What follows belongs to an exercise in optimizing a design on an open flow for small area; a production flow would make more cautious choices. Function was checked by simulation only, so behaviour that the tests miss may differ from the original.

==> inputs of branch ember <==
Design mf_alu, start of the top module:
module mf_alu #(parameter WIDTH = 16) (
    input clk,     
    input rst_n,   
    input signed [WIDTH-1:0] a1, a2, b1, b2,
    input op, is_complex, use_cop,
    output logic signed [WIDTH-1:0] out1, out2
);
  wire cx = is_complex;
  wire rd = op & ~is_complex;
  wire n1 = a2[0] ^ op;
  wire n2 = a2[1] ^ op;
  wire n3 = a2[2] ^ op;
  wire n4 = a2[3] ^ op;
  wire n5 = a2[4] ^ op;
  wire n6 = a2[5] ^ op;
  wire n7 = a2[6] ^ op;
  wire n8 = a2[7] ^ op;
  wire n9 = a2[8] ^ op;
  wire n10 = a2[9] ^ op;
  wire n11 = a2[10] ^ op;
  wire n12 = a2[11] ^ op;
  wire n13 = a2[12] ^ op;
  wire n14 = a2[13] ^ op;
  wire n15 = a2[14] ^ op;
  wire n16 = a2[15] ^ op;
  wire s17 = a1[0] ^ n1 ^ op;
  wire c18 = (a1[0] & n1) | (a1[0] & op) | (n1 & op);
  wire s19 = a1[1] ^ n2 ^ c18;
  wire c20 = (a1[1] & n2) | (a1[1] & c18) | (n2 & c18);
  wire s21 = a1[2] ^ n3 ^ c20;
  wire c22 = (a1[2] & n3) | (a1[2] & c20) | (n3 & c20);
  wire s23 = a1[3] ^ n4 ^ c22;
  wire c24 = (a1[3] & n4) | (a1[3] & c22) | (n4 & c22);
  wire s25 = a1[4] ^ n5 ^ c24;
  wire c26 = (a1[4] & n5) | (a1[4] & c24) | (n5 & c24);
  wire s27 = a1[5] ^ n6 ^ c26;
  wire c28 = (a1[5] & n6) | (a1[5] & c26) | (n6 & c26);
  wire s29 = a1[6] ^ n7 ^ c28;
  wire c30 = (a1[6] & n7) | (a1[6] & c28) | (n7 & c28);
  wire s31 = a1[7] ^ n8 ^ c30;
  wire c32 = (a1[7] & n8) | (a1[7] & c30) | (n8 & c30);
  ...
==> flow/config.mk <==
export PLATFORM = sky130hd
export DESIGN_NAME = mf_alu
export DESIGN_NICKNAME = mf_alu
export VERILOG_FILES = /design/flow/design.v
export SDC_FILE = /design/flow/constraint.sdc
export NUM_CORES = 4
export LEC_CHECK = 0
export ABC_AREA = 1
export CAP_MARGIN = 10
export CORE_MARGIN = 2
export CORE_UTILIZATION = 45
export CTS_BUF_LIST = sky130_fd_sc_hd__clkbuf_8
export SLEW_MARGIN = 10
==> flow/constraint.sdc <==
create_clock -name core_clock -period 70.0 [get_ports {clk}]
set_input_delay 14.0000 -clock core_clock [delete_from_list [all_inputs] [get_ports {clk}]]
set_output_delay 14.0000 -clock core_clock [all_outputs]
set_load 0.01 [all_outputs]
standard.sh (not shown) runs the stock make flow with config.mk's settings and CLKGATE_MAP_FILE= SYNTH_SCRIPT=/design/flow/synth_recipe.tcl, a recipe that flattens the netlist after the stock synthesis.
==> flow/flow/run.sh <==
#!/bin/bash
# Standard synthesis, then a netlist clean-up, then the standard layout.
#  1. the standard synthesis (standard.sh) up to 1_2_yosys.v
#  2. fa_flip.py: complement full-adder cells where that removes inverters
#  3. reabc.ys: re-map the logic between adders and flip-flops for area with ABC
#     (adders, flip-flops and tie cells are kept as they are)
#  4. the rest of the standard layout from the new netlist, with the smallest
#     buffer (buf_1) on each input and output port
set -euo pipefail
here=$(pwd)
res=$here/orfs/results/$FLOW_PLATFORM/mf_alu/base
lib=$FLOW_HOME/platforms/$FLOW_PLATFORM/lib/sky130_fd_sc_hd__tt_025C_1v80.lib

bash standard.sh $res/1_2_yosys.v > synth_standard.log 2>&1
cp $res/1_2_yosys.v $here/netlist_standard.v

python3 flow/fa_flip.py $here/netlist_standard.v $here/netlist_flip.v > fa_flip.log 2>&1

sed -e "s#@LIB@#$lib#g" -e "s#@IN@#$here/netlist_flip.v#g" -e "s#@OUT@#$here/netlist_reabc.v#g" \
    -e "s#@ABC@#$here/flow/area.abc#g" flow/reabc.ys > reabc_run.ys
yosys -s reabc_run.ys > yosys_reabc.log 2>&1
python3 flow/check_netlist.py $here/netlist_standard.v $here/netlist_reabc.v > check_netlist.log 2>&1

cp $here/netlist_reabc.v $res/1_2_yosys.v
touch $res/1_2_yosys.v
bash standard.sh "BUFFER_PORTS_ARGS=-buffer_cell sky130_fd_sc_hd__buf_1" finish > layout_standard.log 2>&1
==> flow/flow/area.abc <==
strash; dch; amap; strash; dch; amap; topo; stime -c
Other scripts of this flow, unchanged in this note and not shown: flow/flow/check_netlist.py, flow/flow/fa_flip.py, flow/flow/reabc.ys
==> branch raven: changes against branch ember <==
==> flow/flow/area.abc (replaced) <==
strash; dch; amap -F 5 -A 5; strash; dch; amap -F 5 -A 5; topo; stime -c
==> comparison table <==
quantity	branch raven	branch ember
Startpoint of the worst setup timing path	b2[0]	b2[1]
Period utilisation layout	91.11%	91.27%
Global-route wire length before repair	148.6 mm	148.8 mm
Area of combinational cells with multiple inputs	0.02316 mm2	0.02322 mm2
Multi-Input Combinational	3247	3241
Most numerous cell on the critical path	sky130_fd_sc_hd__o21ai_0	sky130_fd_sc_hd__nor2_1
Num tapcells	756	765
Highest net fanout along the worst path	15	18
Number of buffers and inverters on the critical path	20	29
Signal buffers share of area	4.221%	3.946%
Proportion of cell area spent on the clock network	0.7210%	0.8479%
Post-DR wirelength/cell	20.70 um	20.74 um
Worst hold slack after final layout	13.83 ns	13.83 ns
Netlist area before placement	0.02589 mm2	0.02600 mm2
Via count of the routed design	27.24k	27.12k
Final standard cell count with taps included and fillers excluded	4642	4659
Via-per-instance ratio	5.868	5.822
Die Y	243.9 um	244.4 um
Outcome	timing/DRC/antenna clean	timing/DRC/antenna clean
CP peak stage delay	0.59 ns	0.60 ns
Fraction of layout instances using a drive strength above 1	4.375%	4.341%
Overall die area	0.05947 mm2	0.05972 mm2
Layout area overhead	9.916%	10.09%

static timing again, ports no longer ideal:
The results above use ideal ports. As a check the final layouts listed here were re-extracted and re-timed, cells and wires unchanged.
Step 1 sets driving cells, clkbuf_16 on the clock port and buf_2 on the other inputs (assumed; they add their load-dependent delay and slew).
Step 2, shift: input delay + t, output delay - t, t = (earliest + latest rising clock arrival at the registers) / 2. This alone moves slack from input paths to output paths.
a / b / c = no drivers / after step 1 / after step 2; a / b = the first two.
run	shift t [ns]	setup WS [ns]	hold WS [ns]	worst setup path at the end	worst slew at a driven data input, ns
branch ember	0.404	6.111 / 6.129 / 5.725	13.826 / 13.813 / 14.217	input to register	0.09
branch raven	0.388	6.224 / 6.236 / 5.848	13.832 / 13.819 / 14.207	input to register	0.06
After both steps setup and hold are still met in every run listed. For branch ember, which loses most, drivers alone change the setup slack by +0.018 ns; drivers and shift together by -0.386 ns.
